From an optimization exercise on the open Yosys and OpenROAD flow, aimed at small area; shortcuts taken in it are not production practice. Where RTL was checked, it was by simulation tests only, not by an equivalence proof against the original. The RTL of run 5 was laid out without a check of its function. The clock cells of runs 1 to 4 come from the design's own scripts or RTL, not from TritonCTS. The flow treats the clock pin as an ideal source. Dropping or thinning the clock tree relies on that and would not hold on a real chip. Power figures rest on the tool's default switching activity, not on a simulated workload.

[flow/config.mk]
export PLATFORM = sky130hd
export DESIGN_NAME = Square_wave
export DESIGN_NICKNAME = Square_wave
export VERILOG_FILES = /design/flow/design.v
export SDC_FILE = /design/flow/constraint.sdc
export NUM_CORES = 4
export LEC_CHECK = 0
export CAP_MARGIN = 0
export CORE_MARGIN = 2
export CORE_UTILIZATION = 40
export SLEW_MARGIN = 0
[flow/constraint.sdc]
create_clock -name core_clock -period 9.25 [get_ports {Sys_Clock}]
set_input_delay 1.8500 -clock core_clock [delete_from_list [all_inputs] [get_ports {Sys_Clock}]]
set_output_delay 1.8500 -clock core_clock [all_outputs]
set_load 0.01 [all_outputs]
[flow/design.v]
module Square_wave
(
 output wire [13:0]DA_Data,
 output wire DA_Clock,
 input wire Sys_Clock,
 input wire nReset
);
reg ja, jb, jc;
always @(posedge Sys_Clock or negedge nReset)
  if (!nReset) begin
    ja <= 1'b0; jb <= 1'b0; jc <= 1'b1;
  end else begin
    ja <= jc; jb <= ja; jc <= ~jb;
  end
assign DA_Clock = jc;
reg [5:0] n;
reg [4:0] h;
reg [5:0] p;
reg       pf;       
reg [6:0] lvb;      
wire pz  = ~(p[4] | p[2] | p[1] | p[0]);
wire ce  = ~pf;                    
wire fb  = p[5] ^ p[0] ^ (pz & (~p[3] | ce));
wire c6  = (p == 6'd22);           
wire b   = c6 & ~(|h);             
wire ovf = b & (&n);               
wire [5:0] nn = n + {5'd0, b};
wire ld  = b & (ce | (&n));        
wire bend = ce & n[5] & n[2] & n[0] & ~h[2] & ~h[1] & h[3] & h[0] & ~p[5] & p[2] & p[1];
always @(posedge Sys_Clock or negedge nReset)
  if (!nReset) begin
    n <= 6'd0; h <= 5'd1; p <= 6'd22; pf <= 1'b0; lvb <= 7'h7f;
  end else begin
    p <= {p[4:0], fb} & ~{3'd0, bend, 2'd0} | {5'd0, bend};
    h <= (ld ? nn[5:1] : h - {4'd0, c6}) | {bend, 1'b0, bend, bend, 1'b0};
    n <= nn & ~{bend, 2'd0, bend, 1'b0, bend};
    if (bend) pf <= 1'b1;
    else if (ovf) pf <= 1'b0;
    if (ce & b & n[0]) lvb <= lvb - 7'd1;
  end
wire off = ~ce | n[0];             
assign DA_Data = {6'd0, ~(lvb | {7{off}}), 1'b0};
endmodule
[flow/flow/run.sh]
#!/bin/bash
# ORFS's standard layout (standard.sh), with these changes to how it is made:
#  - synthesis maps the logic with area-oriented ABC scripts (flow/abc_*.script) in place of
#    ORFS's delay-oriented one, and without Yosys's full-adder extraction; each script is
#    tried in a side folder (try_*/, log try_*.log) and the one with the smallest cell area
#    (port buffers left out) is used for the layout; flip-flops are mapped as in ORFS;
#  - port buffers: sky130_fd_sc_hd__buf_1 on the outputs, buf_2 on the input;
#  - clock tree: a single clkbuf_16 drives all the registers (flow/cts_single.tcl);
#  - one tie cell for all the constant outputs.
# Each tool's output is in orfs/logs/ (ORFS's own per-step logs) and standard.log.
set -euo pipefail
W=$(pwd)
export ADDER_MAP_FILE=
export SKIP_REPAIR_TIE_FANOUT=1
export FLOW_CLK_PORT=Sys_Clock

make_scripts() {  # make_scripts DIR ABC_SCRIPT
  rm -rf "$1"
  cp -r "$FLOW_HOME/scripts" "$1"
  cp "$2" "$1/abc_speed.script"
  cp "$2" "$1/abc_area.script"
  python3 - "$1" "$W/flow/cts_single.tcl" <<'PY'
import sys
d, cts = sys.argv[1], sys.argv[2]
def patch(name, old, new):
    f = d + "/" + name
    s = open(f).read()
    assert old in s, (name, old)
    open(f, "w").write(s.replace(old, new))
patch("global_place.tcl", "buffer_ports {*}[env_var_or_empty BUFFER_PORTS_ARGS]",
      "buffer_ports -inputs -buffer_cell sky130_fd_sc_hd__buf_2\n    buffer_ports -outputs -buffer_cell sky130_fd_sc_hd__buf_1")
patch("cts.tcl", "log_cmd clock_tree_synthesis {*}$cts_args", "source " + cts)
PY
}

# try each ABC script on synthesis alone
best=""
best_area=""
for s in "$W"/flow/abc_*.script; do
  name=$(basename "$s" .script)
  make_scripts "$W/scripts_$name" "$s"
  sed -e "s|WORK_HOME=$W/orfs |WORK_HOME=$W/try_$name |" standard.sh > "$W/try_$name.sh"
  grep -q "WORK_HOME=$W/try_$name " "$W/try_$name.sh"
  if SCRIPTS_DIR="$W/scripts_$name" bash "$W/try_$name.sh" synth > "$W/try_$name.log" 2>&1; then
    stat="$W/try_$name/reports/$FLOW_PLATFORM/Square_wave/base/synth_stat.txt"
    area=$(awk '/sky130_fd_sc_hd__/ { if ($3 !~ /__buf_/) s += $2 } END { printf "%.4f\n", s }' "$stat")
    echo "$name $area" | tee -a "$W/abc_choice.log"
    if [[ -z "$best" ]] || awk -v a="$area" -v b="$best_area" 'BEGIN { exit !(a < b) }'; then
      best=$name
      best_area=$area
    fi
  fi
done
echo "chosen: $best" | tee -a "$W/abc_choice.log"
export SCRIPTS_DIR="$W/scripts_$best"
bash standard.sh > "$W/standard.log" 2>&1
[flow/flow/abc_a7.script]
strash
balance -l
resub -K 6 -l
rewrite -l
resub -K 6 -N 2 -l
refactor -l
resub -K 8 -l
balance -l
resub -K 8 -N 2 -l
rewrite -l
resub -K 10 -l
rewrite -z -l
resub -K 10 -N 2 -l
balance -l
resub -K 12 -l
refactor -z -l
resub -K 12 -N 2 -l
rewrite -z -l
balance -l
balance -l
resub -K 6 -l
rewrite -l
resub -K 6 -N 2 -l
refactor -l
resub -K 8 -l
balance -l
resub -K 8 -N 2 -l
rewrite -l
resub -K 10 -l
rewrite -z -l
resub -K 10 -N 2 -l
balance -l
resub -K 12 -l
refactor -z -l
resub -K 12 -N 2 -l
rewrite -z -l
balance -l
dch -f
amap
[flow/flow/abc_b3.script]
strash
balance -l
resub -K 6 -l
rewrite -l
resub -K 6 -N 2 -l
refactor -l
resub -K 8 -l
balance -l
resub -K 8 -N 2 -l
rewrite -l
resub -K 10 -l
rewrite -z -l
resub -K 10 -N 2 -l
balance -l
resub -K 12 -l
refactor -z -l
resub -K 12 -N 2 -l
rewrite -z -l
balance -l
balance -l
resub -K 6 -l
rewrite -l
resub -K 6 -N 2 -l
refactor -l
resub -K 8 -l
balance -l
resub -K 8 -N 2 -l
rewrite -l
resub -K 10 -l
rewrite -z -l
resub -K 10 -N 2 -l
balance -l
resub -K 12 -l
refactor -z -l
resub -K 12 -N 2 -l
rewrite -z -l
balance -l
&get -n
&dch -f
&nf -R 1000
&put
[flow/flow/abc_b8.script]
strash
balance -l
resub -K 6 -l
rewrite -l
resub -K 6 -N 2 -l
refactor -l
resub -K 8 -l
balance -l
resub -K 8 -N 2 -l
rewrite -l
resub -K 10 -l
rewrite -z -l
resub -K 10 -N 2 -l
balance -l
resub -K 12 -l
refactor -z -l
resub -K 12 -N 2 -l
rewrite -z -l
balance -l
balance -l
resub -K 6 -l
rewrite -l
resub -K 6 -N 2 -l
refactor -l
resub -K 8 -l
balance -l
resub -K 8 -N 2 -l
rewrite -l
resub -K 10 -l
rewrite -z -l
resub -K 10 -N 2 -l
balance -l
resub -K 12 -l
refactor -z -l
resub -K 12 -N 2 -l
rewrite -z -l
balance -l
&get -n
&dch -f
&nf -R 1000
&put
strash
&get -n
&dch -f
&nf -R 1000
&put
[flow/flow/abc_c4.script]
strash
balance -l
resub -K 6 -l
rewrite -l
resub -K 6 -N 2 -l
refactor -l
resub -K 8 -l
balance -l
resub -K 8 -N 2 -l
rewrite -l
resub -K 10 -l
rewrite -z -l
resub -K 10 -N 2 -l
balance -l
resub -K 12 -l
refactor -z -l
resub -K 12 -N 2 -l
rewrite -z -l
balance -l
balance -l
resub -K 6 -l
rewrite -l
resub -K 6 -N 2 -l
refactor -l
resub -K 8 -l
balance -l
resub -K 8 -N 2 -l
rewrite -l
resub -K 10 -l
rewrite -z -l
resub -K 10 -N 2 -l
balance -l
resub -K 12 -l
refactor -z -l
resub -K 12 -N 2 -l
rewrite -z -l
balance -l
&get -n
&dch -f
&nf -R 1000
&put
strash
&get -n
&dch -f
&nf -R 1000
&put
strash
&get -n
&dch -f
&nf -R 1000
&put
[flow/flow/cts_single.tcl]
# Clock tree for a small design: one clkbuf_16 at the centroid of the clock sinks drives
# every register's clock pin, so all registers get the same clock arrival.
set block [ord::get_db_block]
set clk_net [get_nets $::env(FLOW_CLK_PORT)]
set xs 0
set ys 0
set k 0
foreach pin [get_pins -of_objects $clk_net] {
  set inst [[sta::sta_to_db_pin $pin] getInst]
  set bb [$inst getBBox]
  set xs [expr {$xs + ([$bb xMin] + [$bb xMax]) / 2}]
  set ys [expr {$ys + ([$bb yMin] + [$bb yMax]) / 2}]
  incr k
}
set dbu [$block getDbUnitsPerMicron]
set x [expr {double($xs) / $k / $dbu}]
set y [expr {double($ys) / $k / $dbu}]
puts "clock sinks: $k, root buffer at ($x, $y)"
set newbuf [insert_buffer -buffer_cell sky130_fd_sc_hd__buf_12 -net $::env(FLOW_CLK_PORT) \
  -location [list $x $y] -buffer_name clkbuf_0_root -net_name clknet_0_root]
puts "inserted $newbuf"
set root [sta::sta_to_db_inst $newbuf]
puts "root buffer [$root getName]"
foreach it [$root getITerms] {
  set net [$it getNet]
  if { $net != "NULL" } {
    puts "clock net [$net getName]"
    $net setSigType CLOCK
  }
}
set_propagated_clock [all_clocks]
[flow/standard.sh]
#!/bin/bash
# synth_recipe.tcl (not shown) runs the flow's synth.tcl, then flattens the netlist and writes it again
# the make line also repeats each setting of config.mk as NAME=value (left out here)
make -C /OpenROAD-flow-scripts/flow DESIGN_CONFIG=/design/flow/config.mk WORK_HOME=/design/flow/orfs CLKGATE_MAP_FILE= SYNTH_SCRIPT=/design/flow/synth_recipe.tcl "${@:-finish}"
==> run summary, run 1 <==
- Number of DRC markers in iteration 0: 20
- Library cells used by synthesis: 25
- Fraction of power consumed by combinational cells: 2.1%
- P_int: 140 µW
- Overall overflow remaining after global route: 0
- Area of placed instances: 0.00120 mm²
- Worst supply voltage drop on vdd: 119 µV
- Worst-case register-to-register setup slack: 5610 ps
- Die span in y: 58.3 µm
- PortBufs: 9
- Kind of start point of the critical path: register
- Final net count: 118
- Hold_ws: 373 ps
- Fmax: 275 MHz
- Relative contribution of the clock network to total power: 27.2%
- Antenna Violating Nets Remaining: 0
- Part of the Yosys area used for sequential elements: 60.7%
- Number of rows created at floorplan: 19
- Worst hold path class: register to register
- Final number of setup-violating endpoints: 0
- Count of flip-flops with a built-in enable after synthesis: 0
- Share of cells above drive strength 1: 12.3%
- Largest driver fanout on the critical path: 5
- Dominant synthesized flop cell: sky130_fd_sc_hd__dfrtp_1
- Final worst-path cycle share: 39.4%
- Endpoint type of the worst setup path: register
- Global-route usage over all layers: 11.9%
- Maximum capacitance violations: 0
- Post-CTS resize count: 0
- DR pass1 iterations: 6
- Average footprint of a synthesized cell: 10.6 µm²
- RSZ-0062 raised after global routing: false
- Sequential power share: 70.7%
- Gate Count Post-Synth: 111
- Asr flop ratio synth: 100%
- Full die area: 0.00340 mm²
- FF-to-FF End: lvb[6]$_DFFE_PN1P_
- Number of antenna violations at the first check in global routing: 0
- Core footprint: 0.00278 mm²
- Status: complete, no violations
- Global placement routability congestion: 0.773
- Power spent charging and discharging nets: 33.0 µW
- Synthesis-stage register bit count: 28
- Final design area excluding fillers: 0.00122 mm²
- Most frequent cells in the layout: 16 x sky130_fd_sc_hd__nor2_1, 16 x sky130_fd_sc_hd__nand2_1, 16 x sky130_fd_sc_hd__dfrtp_1
- Minimum period implied by the final worst setup slack: 3640 ps
- Initial core utilization: 42.4%
- Buffers inserted by post-CTS timing repair: 0
- Source of the worst hold timing path: ja$_DFF_PN0_
- Top post-synthesis cells by area: sky130_fd_sc_hd__dfrtp_1 34%, sky130_fd_sc_hd__dfstp_2 27%, sky130_fd_sc_hd__nand2_1 5.1%, sky130_fd_sc_hd__nor2_1 5.1%, sky130_fd_sc_hd__buf_4 4.5%
- Worst flop-to-flop path startpoint: p[1]$_DFF_PN1_
- Average vias per placed instance: 5.17
- Data arrival, critical path: 3720 ps
- Number of warnings printed during yosys synthesis: 1
- Count of pins on the block boundary: 17
- Final Hold Viols: 0
- Cell type with the largest total area after synthesis: sky130_fd_sc_hd__dfrtp_1
- Static Leak: 0.000580 µW
- WL per Instance: 13.0 µm
- Worst hold path endpoint: jb$_DFF_PN0_
- Required time worst endpoint: 9330 ps
- Number of cell instances on the worst register-to-register path: 11
- Worst setup path class: register to register
- FILL cells: 264
- Final slew viol count: 0
- Post-Route WL: 1.88 mm
- Count of inserted antenna diode cells: 0
- Slew of the pin with the lowest slew margin: 604 ps
- Slew margin rel.: 59.7%
- DRC violations left: 0
- Power per unit of standard cell area: 142 mW/mm²
- Post-Syn Area: 0.00118 mm²
- Via count: 750
- Hold buffer count at cts: 0
- Global-route wire length before repair: 3.27 mm
- Layout Area Growth over Synthesis: 3.50%
- Hold path depth: 0
- Sum Neg Setup Slack: 0 ps
- Number of global-route vias before repair: 736
- Final clock skew: 5.54 ps
- Clock latency on the worst-skew pair: 140 ps
- Maximum number of pins on one net before global-route repair: 29
- Switching share of total power: 19.0%
- Clock slew at reported path FFs: 110 ps
- Chip Width: 58.3 µm
- Share of Yosys cell area claimed by the top area cell type: 34.0%
- HPWL after DPL: 1.41 mm
synthesized netlist by cell type, types with 3 or more instances:
master,n
sky130_fd_sc_hd__xor2_1,3
sky130_fd_sc_hd__nor2_1,16
sky130_fd_sc_hd__nand2_1,16
sky130_fd_sc_hd__nand4b_1,3
sky130_fd_sc_hd__a21oi_1,3
sky130_fd_sc_hd__and2_0,4
sky130_fd_sc_hd__or3_1,5
sky130_fd_sc_hd__o21ai_0,5
sky130_fd_sc_hd__buf_4,7
sky130_fd_sc_hd__xnor2_1,5
sky130_fd_sc_hd__dfstp_2,12
sky130_fd_sc_hd__dfrtp_1,16
worst max-delay path: stages (launching register included):
cell and delay [ps]:
sky130_fd_sc_hd__dfstp_2 570, sky130_fd_sc_hd__nand4b_1 90, sky130_fd_sc_hd__or3_1 360, sky130_fd_sc_hd__or3_1 380
sky130_fd_sc_hd__or3_1 370, sky130_fd_sc_hd__nor2_1 240, sky130_fd_sc_hd__nand2_1 160, sky130_fd_sc_hd__or3_1 360
sky130_fd_sc_hd__or2_0 280, sky130_fd_sc_hd__or3_1 400, sky130_fd_sc_hd__nor3_1 200, sky130_fd_sc_hd__xor2_1 170
per-layer routing:
| metal | routed length [µm] | global-route usage, % | up-vias |
|---|---|---|---|
| li1 | - | - | 370 |
| met5 | 0 | 0 | - |
| met2 | 901 | 20.9 | 9 |
| met1 | 895 | 16.8 | 369 |
| met4 | 21 | 0.997 | 0 |
| met3 | 59 | 1.12 | 2 |
power by group through the flow:
stage / Clock [µW] / Sequential, µW / Combinational (µW)
floorplan: 0 / 125 / 3.43
global placement: 0 / 125 / 3.72
CTS: 49.2 / 123 / 3.78
global route: 51.7 / 123 / 4.38
finish: 47.2 / 123 / 3.61
detailed placement: 0 / 125 / 3.75
per-stage QoR:
step           std cells  power, µW  setup slack (ps)  utilization (%)
2_1_floorplan        111        128              5860                -
3_3_place_gp         144        129              5730             43.1
3_5_place_dp         144        129              5640             43.1
4_1_cts              145        176              5610             43.9
5_1_grt              145        179              5300             43.9
6_report             145        173              5610             43.9
state kept, by name (all words and copies together) (netlist names):
name,flops
lvb,7
ja,1
jc,1
n,6
jb,1
p,6
pf,1
h,5
worst max-delay path by stage:
stage / start / end / slack, ps
after global routing: p[1]$_DFF_PN1_ / lvb[6]$_DFFE_PN1P_ / 5300
after floorplan: p[1]$_DFF_PN1_ / lvb[6]$_DFFE_PN1P_ / 5860
after global placement: p[1]$_DFF_PN1_ / lvb[6]$_DFFE_PN1P_ / 5730
after detailed placement: p[1]$_DFF_PN1_ / lvb[6]$_DFFE_PN1P_ / 5640
final: p[1]$_DFF_PN1_ / lvb[6]$_DFFE_PN1P_ / 5610
after CTS: p[1]$_DFF_PN1_ / lvb[6]$_DFFE_PN1P_ / 5610
area by class of cell, without the clock buffers:
type	count	area (µm²)	share of cell area (%)
well taps	31	38.8	3.18
flip-flops and latches	28	716	58.7
inverters	1	3.75	0.308
multi-input cells	75	407	33.3
repair buffers	9	35.0	2.87
kinds of logic after synthesis:
| family | share of synthesized area (%) |
|---|---|
| AOI/OAI and AO/OA | 7.22 |
| and+or+nand+nor | 21.0 |
| DFF | 60.7 |
| other | 0.318 |
| xor gates and xnor gates | 5.95 |
| buffers and inverters | 4.78 |
==> inputs of run 2 (changes only) <==
--- a/flow/flow/cts_single.tcl
+++ b/flow/flow/cts_single.tcl
@@ -1,2 +1,2 @@
-# Clock tree for a small design: one clkbuf_16 at the centroid of the clock sinks drives
+# Clock tree for a small design: one buf_12 at the centroid of the clock sinks drives
 # every register's clock pin, so all registers get the same clock arrival.
--- a/flow/config.mk
+++ b/flow/config.mk
@@ -8,4 +8,4 @@
 export CAP_MARGIN = 0
-export CORE_MARGIN = 2
-export CORE_UTILIZATION = 40
+export CORE_AREA = 2.3 2.72 58.2 57.8
+export DIE_AREA = 0 0 60.5 60.5
 export SLEW_MARGIN = 0
==> run summary, run 2 <==
- Status: complete, no violations
- Final number of setup-violating endpoints: 0
- Fmax: 275 MHz
- Final clock skew: 4.59 ps
- Data arrival, critical path: 3710 ps
- Most frequent cells in the layout: 16 x sky130_fd_sc_hd__nor2_1, 16 x sky130_fd_sc_hd__nand2_1, 16 x sky130_fd_sc_hd__dfrtp_1
- Gate Count Post-Synth: 111
- Asr flop ratio synth: 100%
- Maximum number of pins on one net before global-route repair: 29
- PortBufs: 9
- Average vias per placed instance: 4.70
- Wire length the detailed router placed on met1: 945 µm
- Endpoint type of the worst setup path: register
- Post-Syn Area: 0.00118 mm²
- Storage cell area: 716 µm²
- Chip Width: 60.5 µm
- Global placement routability congestion: 0.780
- Minimum period implied by the final worst setup slack: 3630 ps
- Number of antenna violations at the first check in global routing: 0
- Worst hold path endpoint: jb$_DFF_PN0_
- Core footprint: 0.00303 mm²
- Number of DRC markers in iteration 0: 14
- FILL cells: 301
- Antenna Violating Nets Remaining: 0
- Count of pins on the block boundary: 17
- Share of Yosys cell area claimed by the top area cell type: 34.0%
- Slew of the pin with the lowest slew margin: 584 ps
- Number of rows created at floorplan: 20
- Top post-synthesis cells by area: sky130_fd_sc_hd__dfrtp_1 34%, sky130_fd_sc_hd__dfstp_2 27%, sky130_fd_sc_hd__nand2_1 5.1%, sky130_fd_sc_hd__nor2_1 5.1%, sky130_fd_sc_hd__buf_4 4.5%
- Hold buffer count at cts: 0
- Number of warnings printed during yosys synthesis: 1
- Worst supply voltage drop on vdd: 84.7 µV
- Final Worst Setup Slack: 5620 ps
- HPWL after DPL: 1.37 mm
- Hold path depth: 0
- Final net count: 118
- Overall overflow remaining after global route: 0
- Library cells used by synthesis: 25
- Global-route wire length before repair: 3.11 mm
- Clock slew at reported path FFs: 100 ps
- Source of the worst hold timing path: ja$_DFF_PN0_
- Power per unit of standard cell area: 140 mW/mm²
- Final worst-path cycle share: 39.3%
- Area occupied by multi-input gates: 407 µm²
- DRC violations left: 0
- Share of cells above drive strength 1: 12.3%
- Final Hold Viols: 0
- Synthesis-stage register bit count: 28
- Number of global-route vias before repair: 656
- DR pass1 iterations: 4
- Global-route usage over all layers: 10.7%
- Post-Route WL: 1.86 mm
- Full die area: 0.00366 mm²
- Part of the Yosys area used for sequential elements: 60.7%
- Die span in y: 60.5 µm
- Final slew viol count: 0
- RSZ-0062 raised after global routing: false
- Length of routed met3 wiring: 54 µm
- Worst hold path class: register to register
- Largest regs: lvb: 7 flops, n: 6 flops, p: 6 flops
- Number of cell instances on the worst register-to-register path: 11
- Buffers inserted by post-CTS timing repair: 0
- Number of flip-flops in the largest register: 7
- Worst setup path class: register to register
- Count of flip-flops with a built-in enable after synthesis: 0
- Post-CTS resize count: 0
- Required time worst endpoint: 9320 ps
- Average footprint of a synthesized cell: 10.6 µm²
- Cell type with the largest total area after synthesis: sky130_fd_sc_hd__dfrtp_1
- Static Leak: 0.000580 µW
- Ranking of synthesized cells by instance count: 16 x sky130_fd_sc_hd__dfrtp_1, 16 x sky130_fd_sc_hd__nand2_1, 16 x sky130_fd_sc_hd__nor2_1
- Kind of start point of the critical path: register
- Total power: 173 µW
- Worst-case register-to-register setup slack: 5620 ps
- Count of inserted antenna diode cells: 0
- FF-to-FF End: lvb[6]$_DFFE_PN1P_
- Initial core utilization: 38.9%
- WL per Instance: 11.8 µm
- Via count: 743
- Top register by number of flip-flops: lvb
- Slew margin rel.: 61.1%
- Largest driver fanout on the critical path: 5
- Maximum capacitance violations: 0
- DR WL met2: 859 µm
- Worst setup slack before clock tree synthesis: 5590 ps
- Worst flop-to-flop path startpoint: p[1]$_DFF_PN1_
- Clock latency on the worst-skew pair: 140 ps
- Layout Area Growth over Synthesis: 4.88%
- Sum Neg Setup Slack: 0 ps
- Dominant synthesized flop cell: sky130_fd_sc_hd__dfrtp_1
- Top routing layer in use: met3
[run 2: cell counts in the layout (fill, tap and decap cells not counted)]
No cell type changed its count.
[run 2: cell families after synthesis]
family / count (synthesis) / share of synthesized area (%)
AO/OA/AOI/OAI: 14 / 7.22
AND/OR/NAND/NOR: 52 / 21.0
XOR/XNOR: 8 / 5.95
buffers and inverters: 8 / 4.78
other: 1 / 0.318
flip-flops: 28 / 60.7
[run 2: metrics by stage]
| step | util (%) | instances | cell area [µm²] | hold WS [ps] |
|---|---|---|---|---|
| 3_3_place_gp | 40.2 | 157 | 1220 | 339 |
| 2_1_floorplan | - | 111 | 1180 | 331 |
| 3_5_place_dp | 40.2 | 157 | 1220 | 344 |
| 5_1_grt | 40.8 | 158 | 1240 | 373 |
| 6_report | 40.8 | 158 | 1240 | 365 |
| 4_1_cts | 40.8 | 158 | 1240 | 370 |
[run 2: area by class of cell, without the clock buffers]
| cell class | instances | share of cell area, % |
|---|---|---|
| Inverter | 1 | 0.304 |
| Timing Repair Buffer | 9 | 2.83 |
| Multi-Input combinational cell | 75 | 32.9 |
| Sequential cell | 28 | 57.9 |
| Tap cell | 44 | 4.45 |
[run 2: critical path, cell delays in order, from the launching register on]
cell and delay [ps]:
sky130_fd_sc_hd__dfstp_2 570, sky130_fd_sc_hd__nand4b_1 90, sky130_fd_sc_hd__or3_1 360, sky130_fd_sc_hd__or3_1 380, sky130_fd_sc_hd__or3_1 370, sky130_fd_sc_hd__nor2_1 250, sky130_fd_sc_hd__nand2_1 160, sky130_fd_sc_hd__or3_1 360
sky130_fd_sc_hd__or2_0 270, sky130_fd_sc_hd__or3_1 400, sky130_fd_sc_hd__nor3_1 190, sky130_fd_sc_hd__xor2_1 170
[run 2: power breakdown]
group	total (µW)	switching, µW	leakage, µW	internal (µW)
clock network	47.0	29.3	0.00000940	17.7
registers	123	0	0.000340	123
logic	3.54	3.39	0.000231	0.151
[run 2: layer usage]
layer	track usage, %	vias up
li1	-	368
met1	16.9	369
met2	17.1	6
met3	0.640	0
met4	0.621	0
met5	0	-
[run 2: worst max-delay path by stage]
stage,from,to,slack [ps],cells after the start
floorplan,p[1]$_DFF_PN1_,lvb[6]$_DFFE_PN1P_,5860,11
global placement,p[1]$_DFF_PN1_,lvb[6]$_DFFE_PN1P_,5660,11
detailed placement,p[1]$_DFF_PN1_,lvb[6]$_DFFE_PN1P_,5590,11
CTS,p[1]$_DFF_PN1_,lvb[6]$_DFFE_PN1P_,5570,11
global route,p[1]$_DFF_PN1_,lvb[6]$_DFFE_PN1P_,5310,11
finish,p[1]$_DFF_PN1_,lvb[6]$_DFFE_PN1P_,5620,11
==> inputs of run 3 (changes only) <==
--- a/flow/flow/run.sh
+++ b/flow/flow/run.sh
@@ -7,5 +7,4 @@
 #  - port buffers: sky130_fd_sc_hd__buf_1 on the outputs, buf_2 on the input;
-#  - clock tree: a single clkbuf_16 drives all the registers (flow/cts_single.tcl);
-#  - one tie cell for all the constant outputs.
-# Each tool's output is in orfs/logs/ (ORFS's own per-step logs) and standard.log.
+#  - clock tree: a single buf_12 drives all the registers (flow/cts_single.tcl);
+#  - one tie cell for all the constant outputs;
 set -euo pipefail
==> run summary, run 3 <==
- Clock slew at reported path FFs: 100 ps
- Final worst-path cycle share: 39.3%
- Synthesis-stage register bit count: 28
- Post-Route WL: 1.86 mm
- Minimum period implied by the final worst setup slack: 3630 ps
- Required time worst endpoint: 9320 ps
- Worst supply voltage drop on vdd: 84.7 µV
- Fmax: 275 MHz
- Most repeated library cell on the critical path: sky130_fd_sc_hd__or3_1
- Number of rows created at floorplan: 20
- Hold buffer count at cts: 0
- Top register by number of flip-flops: lvb
- Ranking of synthesized cells by instance count: 16 x sky130_fd_sc_hd__dfrtp_1, 16 x sky130_fd_sc_hd__nand2_1, 16 x sky130_fd_sc_hd__nor2_1
- Cell family with the largest share of critical-path delay: simple AND/OR/NAND/NOR gates
- Number of warnings printed during yosys synthesis: 1
- Count of pins on the block boundary: 17
- Data arrival, critical path: 3710 ps
- Part of the Yosys area used for sequential elements: 60.7%
- Adder-Cell Fraction of Synth Area: 0%
- Maximum number of pins on one net before global-route repair: 29
- Number of flip-flops in the largest register: 7
- DR pass1 iterations: 4
- Global-route wire length before repair: 3.11 mm
- Area occupied by multi-input gates: 407 µm²
- Global placement routability congestion: 0.780
- Hold_ws: 365 ps
- Share of cells above drive strength 1: 12.3%
- DRC violations left: 0
- Crit. Startpoint: p[1]$_DFF_PN1_
- Compound-cell area share of the yosys netlist: 7.22%
- Largest family of logic cells by synthesized area: simple AND/OR/NAND/NOR gates
- Global-route usage over all layers: 10.7%
- Share of the core filled with cells: 40.8%
- Slew of the pin with the lowest slew margin: 584 ps
- Post-Syn Area: 0.00118 mm²
- Final design area excluding fillers: 0.00124 mm²
- Cell type with the largest total area after synthesis: sky130_fd_sc_hd__dfrtp_1
- Buffers inserted by post-CTS timing repair: 0
- Gate Count Post-Synth: 111
- Asr flop ratio synth: 100%
- Busiest grt layer: met2
- Worst setup path class: register to register
- Largest driver fanout on the critical path: 5
- Sum Neg Setup Slack: 0 ps
- Number of DRC markers in iteration 0: 14
- Number of global-route vias before repair: 656
- WL per Instance: 11.8 µm
- Met2 layer usage reported by global route: 17.1%
- HPWL after DPL: 1.37 mm
- Clock latency on the worst-skew pair: 140 ps
- Endpoint type of the worst setup path: register
- Chip Width: 60.5 µm
- Status: complete, no violations
- Share of Yosys cell area claimed by the top area cell type: 34.0%
- Largest regs: lvb: 7 flops, n: 6 flops, p: 6 flops
- Met3 demand-to-capacity share in global routing: 0.640%
- Slew margin rel.: 61.1%
- Final clock skew: 4.59 ps
- Kind of start point of the critical path: register
- Most frequent cells in the layout: 16 x sky130_fd_sc_hd__nor2_1, 16 x sky130_fd_sc_hd__nand2_1, 16 x sky130_fd_sc_hd__dfrtp_1
- Library cells used by synthesis: 25
- FILL cells: 301
- XOR/XNOR share of the synthesized area: 5.94%
- Antenna Violating Nets Remaining: 0
- Count of inserted antenna diode cells: 0
- Dominant synthesized flop cell: sky130_fd_sc_hd__dfrtp_1
- Average vias per placed instance: 4.70
- Die span in y: 60.5 µm
- Initial core utilization: 38.9%
- Average footprint of a synthesized cell: 10.6 µm²
- Area of placed instances: 0.00122 mm²
- Core footprint: 0.00303 mm²
- Top post-synthesis cells by area: sky130_fd_sc_hd__dfrtp_1 34%, sky130_fd_sc_hd__dfstp_2 27%, sky130_fd_sc_hd__nand2_1 5.1%, sky130_fd_sc_hd__nor2_1 5.1%, sky130_fd_sc_hd__buf_4 4.5%
- Count of flip-flops with a built-in enable after synthesis: 0
- Met1 global-route usage: 16.9%
- Cells along the critical path: nand4b_1, or3_1, or3_1, or3_1, nor2_1, nand2_1, or3_1, or2_0, or3_1, nor3_1, xor2_1
- Worst flop-to-flop path startpoint: p[1]$_DFF_PN1_
- RSZ-0062 raised after global routing: false
- Via count: 743
- Maximum capacitance violations: 0
- Source of the worst hold timing path: ja$_DFF_PN0_
- Static Leak: 0.000580 µW
- Final Hold Viols: 0
- Basic-gate share of the synthesized area counting and, or, nand and nor cells: 21.0%
- Final net count: 118
- Full die area: 0.00366 mm²
- Power per unit of standard cell area: 140 mW/mm²
- Overall overflow remaining after global route: 0
- Final number of setup-violating endpoints: 0
- Count of buffering cells on the critical path with inverters included: 0
- Worst hold path class: register to register
- Layout Area Growth over Synthesis: 4.88%
- Critical Path Slowest Stage Cell: sky130_fd_sc_hd__dfstp_2
- Number of antenna violations at the first check in global routing: 0
- Final slew viol count: 0
- Worst path max stage delay: 570 ps
- Storage cell area: 716 µm²
- Mux share of post-synthesis cell area: 0%
- PortBufs: 9
- Post-CTS resize count: 0
## run 3: cell counts after synthesis
No cell type changed its count.
## run 3: final timing paths
path                       depth (start not counted)  slack, ps            endpoint
max in group asynchronous                          1       7170  lvb[5]$_DFFE_PN1P_
hold / removal                                     0        370        jb$_DFF_PN0_
setup reg to reg                                  11       5620  lvb[6]$_DFFE_PN1P_
hold reg to reg                                    0        370        jb$_DFF_PN0_
min in group asynchronous                          1       1700      h[1]$_DFF_PN0_
setup / recovery                                  11       5620  lvb[6]$_DFFE_PN1P_
## run 3: kinds of logic after synthesis
group                     after synthesis
buffers and inverters                   8
xor gates and xnor gates                8
other                                   1
DFF                                    28
and+or+nand+nor                        52
AOI/OAI and AO/OA                      14
## run 3: layer usage
metal	vias to the layer above	part of all wire (%)
li1	368	-
met1	369	51
met2	6	46
met3	0	2.9
met4	0	0
met5	-	0
## run 3: stage by stage
step	cells	setup slack [ps]	total power [µW]
floorplan	111	5860	128
finish	158	5620	173
detailed placement	157	5590	129
CTS	158	5570	175
global route	158	5310	179
global placement	157	5660	129
## run 3: cell type report, without the clock buffers
class | count | share of cell area [%]
Sequential cell | 28 | 57.9
Tap cell | 44 | 4.45
Inverter | 1 | 0.304
Multi-Input combinational cell | 75 | 32.9
Timing Repair Buffer | 9 | 2.83
## run 3: where the power goes
group	internal (µW)	switching (µW)
logic	0.151	3.39
clock network	17.7	29.3
registers	123	0
==> inputs of run 4 (changes only) <==
--- a/flow/flow/run.sh
+++ b/flow/flow/run.sh
@@ -6,3 +6,3 @@
 #    (port buffers left out) is used for the layout; flip-flops are mapped as in ORFS;
-#  - port buffers: sky130_fd_sc_hd__buf_1 on the outputs, buf_2 on the input;
+#  - port buffers: sky130_fd_sc_hd__buf_1 on the outputs, buf_1 on the input;
 #  - clock tree: a single buf_12 drives all the registers (flow/cts_single.tcl);
@@ -29,3 +29,3 @@
 patch("global_place.tcl", "buffer_ports {*}[env_var_or_empty BUFFER_PORTS_ARGS]",
-      "buffer_ports -inputs -buffer_cell sky130_fd_sc_hd__buf_2\n    buffer_ports -outputs -buffer_cell sky130_fd_sc_hd__buf_1")
+      "buffer_ports -inputs -buffer_cell sky130_fd_sc_hd__buf_1\n    buffer_ports -outputs -buffer_cell sky130_fd_sc_hd__buf_1")
 patch("cts.tcl", "log_cmd clock_tree_synthesis {*}$cts_args", "source " + cts)
==> run summary, run 4 <==
- Status: complete, no violations
- Average footprint of a synthesized cell: 10.6 µm²
- Count of flip-flops with a built-in enable after synthesis: 0
- Area occupied by multi-input gates: 407 µm²
- Chip Width: 60.5 µm
- Worst hold path class: register to register
- Kind of start point of the critical path: register
- Number of rows created at floorplan: 20
- Largest driver fanout on the critical path: 5
- Initial core utilization: 38.9%
- Final worst-path cycle share: 39.9%
- Gate Count Post-Synth: 111
- Maximum number of pins on one net before global-route repair: 29
- Minimum period implied by the final worst setup slack: 3690 ps
- Buffers inserted by post-CTS timing repair: 0
- Number of warnings printed during yosys synthesis: 1
- Maximum capacitance violations: 0
- Worst supply voltage drop on vdd: 79.4 µV
- FILL cells: 319
- Final number of setup-violating endpoints: 0
- HPWL after DPL: 1.39 mm
- Via count: 726
- Crit. Startpoint: p[1]$_DFF_PN1_
- Dominant synthesized flop cell: sky130_fd_sc_hd__dfrtp_1
- Count of inserted antenna diode cells: 0
- Hold buffer count at cts: 0
- Global-route wire length before repair: 3.19 mm
- Largest regs: lvb: 7 flops, n: 6 flops, p: 6 flops
- Asr flop ratio synth: 100%
- Worst flop-to-flop path startpoint: p[1]$_DFF_PN1_
- Number of antenna violations at the first check in global routing: 0
- Static Leak: 0.000582 µW
- Die span in y: 60.5 µm
- Clock slew at reported path FFs: 110 ps
- Final slew viol count: 0
- Share of cells above drive strength 1: 12.2%
- Post-CTS resize count: 0
- Storage cell area: 716 µm²
- Global placement routability congestion: 0.816
- Post-Syn Area: 0.00118 mm²
- Part of the Yosys area used for sequential elements: 60.7%
- Power per unit of standard cell area: 140 mW/mm²
- Cell type with the largest total area after synthesis: sky130_fd_sc_hd__dfrtp_1
- RSZ-0062 raised after global routing: false
- Post-Route WL: 1.89 mm
- Most frequent cells in the layout: 16 x sky130_fd_sc_hd__nor2_1, 16 x sky130_fd_sc_hd__nand2_1, 16 x sky130_fd_sc_hd__dfrtp_1
- Core footprint: 0.00303 mm²
- Final clock skew: 2.14 ps
- WL per Instance: 11.9 µm
- Worst setup slack before clock tree synthesis: 5590 ps
- Data arrival, critical path: 3760 ps
- Source of the worst hold timing path: ja$_DFF_PN0_
- Final Hold Viols: 0
- Final net count: 119
- Library cells used by synthesis: 25
- DRC violations left: 0
- Number of DRC markers in iteration 0: 35
- Count of pins on the block boundary: 17
- Number of global-route vias before repair: 695
- Overall overflow remaining after global route: 0
- Sum Neg Setup Slack: 0 ps
- Endpoint type of the worst setup path: register
- Average vias per placed instance: 4.57
- Global-route usage over all layers: 11.1%
- Synthesis-stage register bit count: 28
- Number of flip-flops in the largest register: 7
- Clock latency on the worst-skew pair: 140 ps
- Antenna Violating Nets Remaining: 0
- Top register by number of flip-flops: lvb
- Required time worst endpoint: 9330 ps
- Ranking of synthesized cells by instance count: 16 x sky130_fd_sc_hd__dfrtp_1, 16 x sky130_fd_sc_hd__nand2_1, 16 x sky130_fd_sc_hd__nor2_1
- Worst setup path class: register to register
- Full die area: 0.00366 mm²
- Fmax: 271 MHz
- Layout Area Growth over Synthesis: 5.41%
- PortBufs: 9
- DR pass1 iterations: 4
- Top post-synthesis cells by area: sky130_fd_sc_hd__dfrtp_1 34%, sky130_fd_sc_hd__dfstp_2 27%, sky130_fd_sc_hd__nand2_1 5.1%, sky130_fd_sc_hd__nor2_1 5.1%, sky130_fd_sc_hd__buf_4 4.5%
- Final Worst Setup Slack: 5560 ps
- Share of Yosys cell area claimed by the top area cell type: 34.0%
[run 4: path summary, 6_finish.rpt]
path                                            to  slack (ps)  cells after the start
max in group asynchronous       lvb[4]$_DFFE_PN1P_        7260                      2
worst max-delay path            lvb[6]$_DFFE_PN1P_        5560                     11
worst min-delay path                  jb$_DFF_PN0_         370                      0
worst max register to register  lvb[6]$_DFFE_PN1P_        5560                     11
min in group asynchronous           h[2]$_DFF_PN0_        1680                      2
worst min register to register        jb$_DFF_PN0_         370                      0
[run 4: per-layer routing]
metal / wire [µm] / share of wire (%) / GRT usage, % / up-vias
li1: - / - / - / 371
met1: 911 / 48 / 16.5 / 347
met2: 912 / 48 / 18.6 / 6
met3: 59 / 3.1 / 0.853 / 2
met4: 8 / 0.42 / 0.932 / 0
met5: 0 / 0 / 0 / -
[run 4: metrics by stage]
stage | hold slack [ps] | cells | total power, µW | utilization [%] | instance area, µm²
CTS | 373 | 159 | 175 | 41.0 | 1240
global route | 382 | 159 | 180 | 41.0 | 1240
global placement | 339 | 158 | 129 | 40.4 | 1220
finish | 368 | 159 | 174 | 41.0 | 1240
detailed placement | 348 | 158 | 129 | 40.4 | 1220
floorplan | 331 | 111 | 128 | - | 1180
[run 4: report_power, final]
part | switching, µW | internal, µW
Sequential | 0 | 123
Combinational | 3.47 | 0.378
Clock | 29.7 | 17.7
Total | 33.2 | 141
[run 4: layout make-up, without the clock buffers]
type / count / share of cell area (%)
multi-input combinational: 75 / 32.7
timing repair buffer: 10 / 3.32
inverter: 1 / 0.302
sequential: 28 / 57.6
tap: 44 / 4.43
[run 4: cell families (layout without fill, tap and decap cells)]
group | count (synthesis) | after routing | share of synthesized area (%)
buffers and inverters | 8 | 12 | 4.78
AND/OR/NAND/NOR | 52 | 52 | 21.0
AO/OA/AOI/OAI | 14 | 14 | 7.22
other | 1 | 1 | 0.318
XOR/XNOR | 8 | 8 | 5.95
flip-flops | 28 | 28 | 60.7
[run 4: worst max-delay path, stage by stage, from the launching register on]
cell,delay (ps)
sky130_fd_sc_hd__dfstp_2,570
sky130_fd_sc_hd__nand4b_1,90
sky130_fd_sc_hd__or3_1,360
sky130_fd_sc_hd__or3_1,380
sky130_fd_sc_hd__or3_1,360
sky130_fd_sc_hd__nor2_1,260
sky130_fd_sc_hd__nand2_1,180
sky130_fd_sc_hd__or3_1,360
sky130_fd_sc_hd__or2_0,280
sky130_fd_sc_hd__or3_1,410
sky130_fd_sc_hd__nor3_1,200
sky130_fd_sc_hd__xor2_1,160
==> inputs of run 5 (changes only) <==
==> flow/design.v (replaced) <==
module Square_wave
(
 output wire [13:0]DA_Data,
 output wire DA_Clock,
 input wire Sys_Clock,
 input wire nReset
);
reg ja, jb, jc;
always @(posedge Sys_Clock or negedge nReset)
  if (!nReset) begin
    ja <= 1'b0; jb <= 1'b0; jc <= 1'b1;
  end else begin
    ja <= jc; jb <= ja; jc <= ~jb;
  end
assign DA_Clock = jc;
reg [5:0]  p;
reg [10:0] u;
reg        ce;       
reg        cd;       
reg [6:0]  lv;       
reg rise, fall;
always @* begin
  case (u[8:0])
    9'd0: rise = 1'b1;
    9'd2: rise = 1'b1;
    9'd6: rise = 1'b1;
    9'd12: rise = 1'b1;
    9'd20: rise = 1'b1;
    9'd30: rise = 1'b1;
    9'd42: rise = 1'b1;
    9'd56: rise = 1'b1;
    9'd72: rise = 1'b1;
    9'd90: rise = 1'b1;
    9'd110: rise = 1'b1;
    9'd132: rise = 1'b1;
    9'd156: rise = 1'b1;
    9'd182: rise = 1'b1;
    9'd210: rise = 1'b1;
    9'd240: rise = 1'b1;
    9'd272: rise = 1'b1;
    9'd306: rise = 1'b1;
    9'd342: rise = 1'b1;
    default: rise = 1'b0;
  endcase
end
always @* begin
  case (u[8:0])
    9'd1: fall = 1'b1;
    9'd4: fall = 1'b1;
    9'd9: fall = 1'b1;
    9'd16: fall = 1'b1;
    9'd25: fall = 1'b1;
    9'd36: fall = 1'b1;
    9'd49: fall = 1'b1;
    9'd64: fall = 1'b1;
    9'd81: fall = 1'b1;
    9'd100: fall = 1'b1;
    9'd121: fall = 1'b1;
    9'd144: fall = 1'b1;
    9'd169: fall = 1'b1;
    9'd196: fall = 1'b1;
    9'd225: fall = 1'b1;
    9'd256: fall = 1'b1;
    9'd289: fall = 1'b1;
    9'd324: fall = 1'b1;
    9'd361: fall = 1'b1;
    default: fall = 1'b0;
  endcase
end
wire [16:0] cnt = {u, p};
wire [17:0] inc = {1'b0, cnt} + 18'd1;
wire carry6 = &p;
wire ovf = inc[17];
wire unit0 = ~p[5] & ~p[4] & ~p[2] & ~p[0];              
wire ev = ce & unit0;
wire bend = ce & u[8] & u[6] & u[5] & u[4] & u[1] & p[4] & p[3] & p[2] & p[1] & p[0];   
always @(posedge Sys_Clock or negedge nReset)
  if (!nReset) begin
    p <= 6'd10; u <= 11'd0; ce <= 1'b1; cd <= 1'b1; lv <= 7'd0;
  end else begin
    if (bend) begin
      p <= 6'd2; u <= 11'd0;
    end else begin
      u <= inc[16:6];
      p <= inc[5:0] | ((ce | ovf) & carry6 ? 6'd10 : 6'd0);
    end
    if (bend) ce <= 1'b0;
    else if (ovf) ce <= 1'b1;
    if (bend) cd <= 1'b0;
    else if (ev & rise) cd <= 1'b1;
    else if (ev & fall) cd <= 1'b0;
    if (ev & rise & (u[8:0] != 9'd0)) lv <= lv + 7'd1;
  end
assign DA_Data = {6'd0, cd ? lv : 7'd0, 1'b0};
endmodule
==> flow/run.sh (new file) <==
#!/bin/bash
# synth_recipe.tcl (not shown) runs the flow's synth.tcl, then flattens the netlist and writes it again
# the make line also repeats each setting of config.mk as NAME=value (left out here)
make -C /OpenROAD-flow-scripts/flow DESIGN_CONFIG=/design/flow/config.mk WORK_HOME=/design/flow/orfs CLKGATE_MAP_FILE= SYNTH_SCRIPT=/design/flow/synth_recipe.tcl finish
--- a/flow/config.mk
+++ b/flow/config.mk
@@ -7,5 +7,5 @@
 export LEC_CHECK = 0
-export CAP_MARGIN = 0
-export CORE_AREA = 2.3 2.72 58.2 57.8
-export DIE_AREA = 0 0 60.5 60.5
-export SLEW_MARGIN = 0
+export CAP_MARGIN = 20
+export CORE_MARGIN = 2
+export CORE_UTILIZATION = 40
+export SLEW_MARGIN = 20
removed: flow/flow/run.sh
removed: flow/flow/abc_a7.script
removed: flow/flow/abc_b3.script
removed: flow/flow/abc_b8.script
removed: flow/flow/abc_c4.script
removed: flow/flow/cts_single.tcl
removed: flow/standard.sh
==> run summary, run 5 <==
- HPWL after DPL: 2.74 mm
- Max H-tree Level: 2
- Data arrival, critical path: 1530 ps
- Count of flip-flops with a built-in enable after synthesis: 0
- Maximum number of pins on one net before global-route repair: 30
- Clock latency on the worst-skew pair: 280 ps
- Storage cell area: 732 µm²
- WL per Instance: 14.0 µm
- Layout Area Growth over Synthesis: 8.44%
- Number of antenna violations at the first check in global routing: 0
- Crit. Startpoint: cd$_DFFE_PN1P_
- Area occupied by multi-input gates: 0.00118 mm²
- Via count: 1,626
- Global-route usage over all layers: 16.5%
- Final Hold Viols: 0
- Cell with the most instances after synthesis: sky130_fd_sc_hd__dfrtp_1
- Hold buffer count at cts: 0
- Final number of setup-violating endpoints: 0
- Hold_ws: 349 ps
- Number of rows created at floorplan: 26
- Required time worst endpoint: 7400 ps
- Cell family with the largest share of critical-path delay: flip-flops
- Count of inserted antenna diode cells: 0
- Clock slew at reported path FFs: 60 ps
- Worst-case register-to-register setup slack: 6530 ps
- Gate Count Post-Synth: 234
- Final Instance Count excl. Fillers: 304
- Endpoint type of the worst setup path: output pin
- Slew of the pin with the lowest slew margin: 760 ps
- Post-CTS resize count: 0
- Count of placed standard cells including taps: 296
- TritonCTS clock tree: yes
- DR pass1 iterations: 4
- Share of the core filled with cells: 44.3%
- Buffers inserted by post-CTS timing repair: 0
- RSZ-0062 raised after global routing: false
- Average vias per placed instance: 5.35
- Largest driver fanout on the critical path: 8
- Cell type with the largest total area after synthesis: sky130_fd_sc_hd__dfrtp_1
- Count of pins on the block boundary: 17
- Final worst-path cycle share: 36.5%
- Worst path max stage delay: 580 ps
- Full die area: 0.00571 mm²
- Chip Width: 75.5 µm
- Post-Route WL: 4.25 mm
- Most frequent cells in the layout: 24 x sky130_fd_sc_hd__dfrtp_1, 23 x sky130_fd_sc_hd__nor2_1, 16 x sky130_fd_sc_hd__xor2_1
- Static Leak: 0.000947 µW
- Antenna Violating Nets Remaining: 0
- Post-Syn Area: 0.00205 mm²
- Core footprint: 0.00501 mm²
- Final net count: 237
- Library cells used by synthesis: 56
- Sum Neg Setup Slack: 0 ps
- Global placement routability congestion: 0.824
- Number of flip-flops in the largest register: 11
- Final design area excluding fillers: 0.00222 mm²
- Cts bufs inserted: 5
- Overall overflow remaining after global route: 0
- PortBufs: 9
- Worst setup path class: register to output pin
- Minimum period implied by the final worst setup slack: 3380 ps
- Longest Clk Path Bufs: 2
- Worst supply voltage drop on vdd: 70.7 µV
- Worst hold path endpoint: jb$_DFF_PN0_
- Asr flop ratio synth: 100%
- Final slew viol count: 0
- Power per unit of standard cell area: 107 mW/mm²
- Fmax: 296 MHz
- Initial core utilization: 40.9%
- Number of DRC markers in iteration 0: 126
- Number of global-route vias before repair: 1,460
- Clock root buffer: sky130_fd_sc_hd__clkbuf_8
- Status: complete, no violations
- Average footprint of a synthesized cell: 8.75 µm²
- FF-to-FF End: lv[1]$_DFFE_PN0P_
- Worst flop-to-flop path startpoint: u[7]$_DFF_PN0_
- Critical Path Slowest Stage Cell: sky130_fd_sc_hd__dfstp_2
- Dominant synthesized flop cell: sky130_fd_sc_hd__dfrtp_1
- Number of warnings printed during yosys synthesis: 1
- Maximum capacitance violations: 0
- Hold path depth: 0
- Count of buffering cells on the critical path with inverters included: 1
- FILL cells: 504
- DRC violations left: 0
- CTS Sinks: 29
- Most common library cell in the layout ignoring fill and taps: sky130_fd_sc_hd__dfrtp_1
- Share of cells above drive strength 1: 8.97%
- Slew margin rel.: 49.3%
- Synthesis-stage register bit count: 29
- Share of Yosys cell area claimed by the top area cell type: 29.3%
- Ranking of synthesized cells by instance count: 24 x sky130_fd_sc_hd__dfrtp_1, 23 x sky130_fd_sc_hd__nor2_1, 16 x sky130_fd_sc_hd__xor2_1
- Final clock skew: 5.18 ps
- Die span in y: 75.5 µm
- Top post-synthesis cells by area: sky130_fd_sc_hd__dfrtp_1 29%, sky130_fd_sc_hd__xor2_1 6.8%, sky130_fd_sc_hd__dfstp_2 6.4%, sky130_fd_sc_hd__nor2_1 4.2%, sky130_fd_sc_hd__xnor2_1 3.4%
- Worst hold path class: register to register
- Part of the Yosys area used for sequential elements: 35.8%
- Largest regs: u: 11 flops, lv: 7 flops, p: 6 flops
- Kind of start point of the critical path: register
- Top register by number of flip-flops: u
- Cells along the critical path: and2_1, clkdlybuf4s50_1
- Global-route wire length before repair: 7.14 mm
- Source of the worst hold timing path: ja$_DFF_PN0_
- Area of placed instances: 0.00213 mm²
- Number of cell instances on the worst register-to-register path: 6
==> run 5: per-stage QoR <==
step	power [µW]	setup slack (ps)
6_report	239	5870
5_1_grt	250	5800
4_1_cts	243	5840
3_5_place_dp	134	6140
3_3_place_gp	134	6160
2_1_floorplan	133	6700
==> run 5: layer usage <==
metal	track usage, %	vias up	routed length, µm
li1	-	819	-
met4	6.24	0	39
met3	3.84	5	161
met5	0	-	0
met1	23.0	769	2130
met2	24.8	33	1920
==> run 5: cell type report <==
cell class              instances  share of cell area, %
well taps                      70                   3.95
multi-input cells             178                   53.1
inverters                       9                   1.52
flip-flops and latches         29                   33.0
repair buffers                 10                   4.40
clock buffers                   8                   4.06
==> run 5: cell families (layout without fill, tap and decap cells) <==
family                   after synthesis  count (layout)  share of synthesized area, %
AO/OA/AOI/OAI                         38              38                          15.5
flip-flops                            29              29                          35.8
XOR/XNOR                              24              24                          10.3
AND/OR/NAND/NOR                      106             106                          28.8
buffers and inverters                 33              27                          7.76
adder cells (fa/ha/maj)                2               2                          1.22
multiplexers                           1               1                         0.550
other                                  1               7                         0.183
==> run 5: worst max-delay path by stage <==
stage	cells past startpoint	slack (ps)	endpoint
finish	2	5870	DA_Data[6]
global route	2	5800	DA_Data[1]
detailed placement	2	6140	DA_Data[6]
CTS	2	5840	DA_Data[6]
global placement	2	6160	DA_Data[6]
floorplan	1	6700	DA_Data[1]
==> run 5: power breakdown <==
group	internal (µW)	switching, µW
logic	0.644	3.71
registers	127	0
clock network	60.6	46.6
total	188	50.3

-- port drivers added, routing unchanged --
Ports are ideal in the flow. The routed layouts listed here were re-timed in OpenROAD.
Step 1: set_driving_cell puts a clkbuf_16 on Sys_Clock and a buf_2 on each other input, an assumption about the parent block.
Step 2 moves the port delays by t, midway between the first and last clock arrival at a register: inputs arrive t later, outputs are due t later. That takes back most of the time a late clock gives input paths.
a / b / c = ideal ports / drivers / drivers and shift; a / b = the first two.
run | shift t [ns] | slack for setup (ns) | hold slack, ns | worst data-port slew with drivers (ns)
run 1 | 0.167 | 5.607 / 5.607 / 5.607 | 0.373 / 0.373 / 0.373 | 0.03
run 2 | 0.164 | 5.616 / 5.616 / 5.616 | 0.365 / 0.365 / 0.365 | 0.03
run 3 | 0.164 | 5.616 / 5.616 / 5.616 | 0.365 / 0.365 / 0.365 | 0.03
run 4 | 0.167 | 5.562 / 5.561 / 5.561 | 0.368 / 0.368 / 0.368 | 0.03
run 5 | 0.301 | 5.869 / 5.843 / 6.144 | 0.349 / 0.349 / 0.349 | 0.03
After both steps every run listed still meets setup and hold. The setup slack of run 4, which loses most, moves by -0.001 ns with the drivers and by -0.001 ns with both steps.
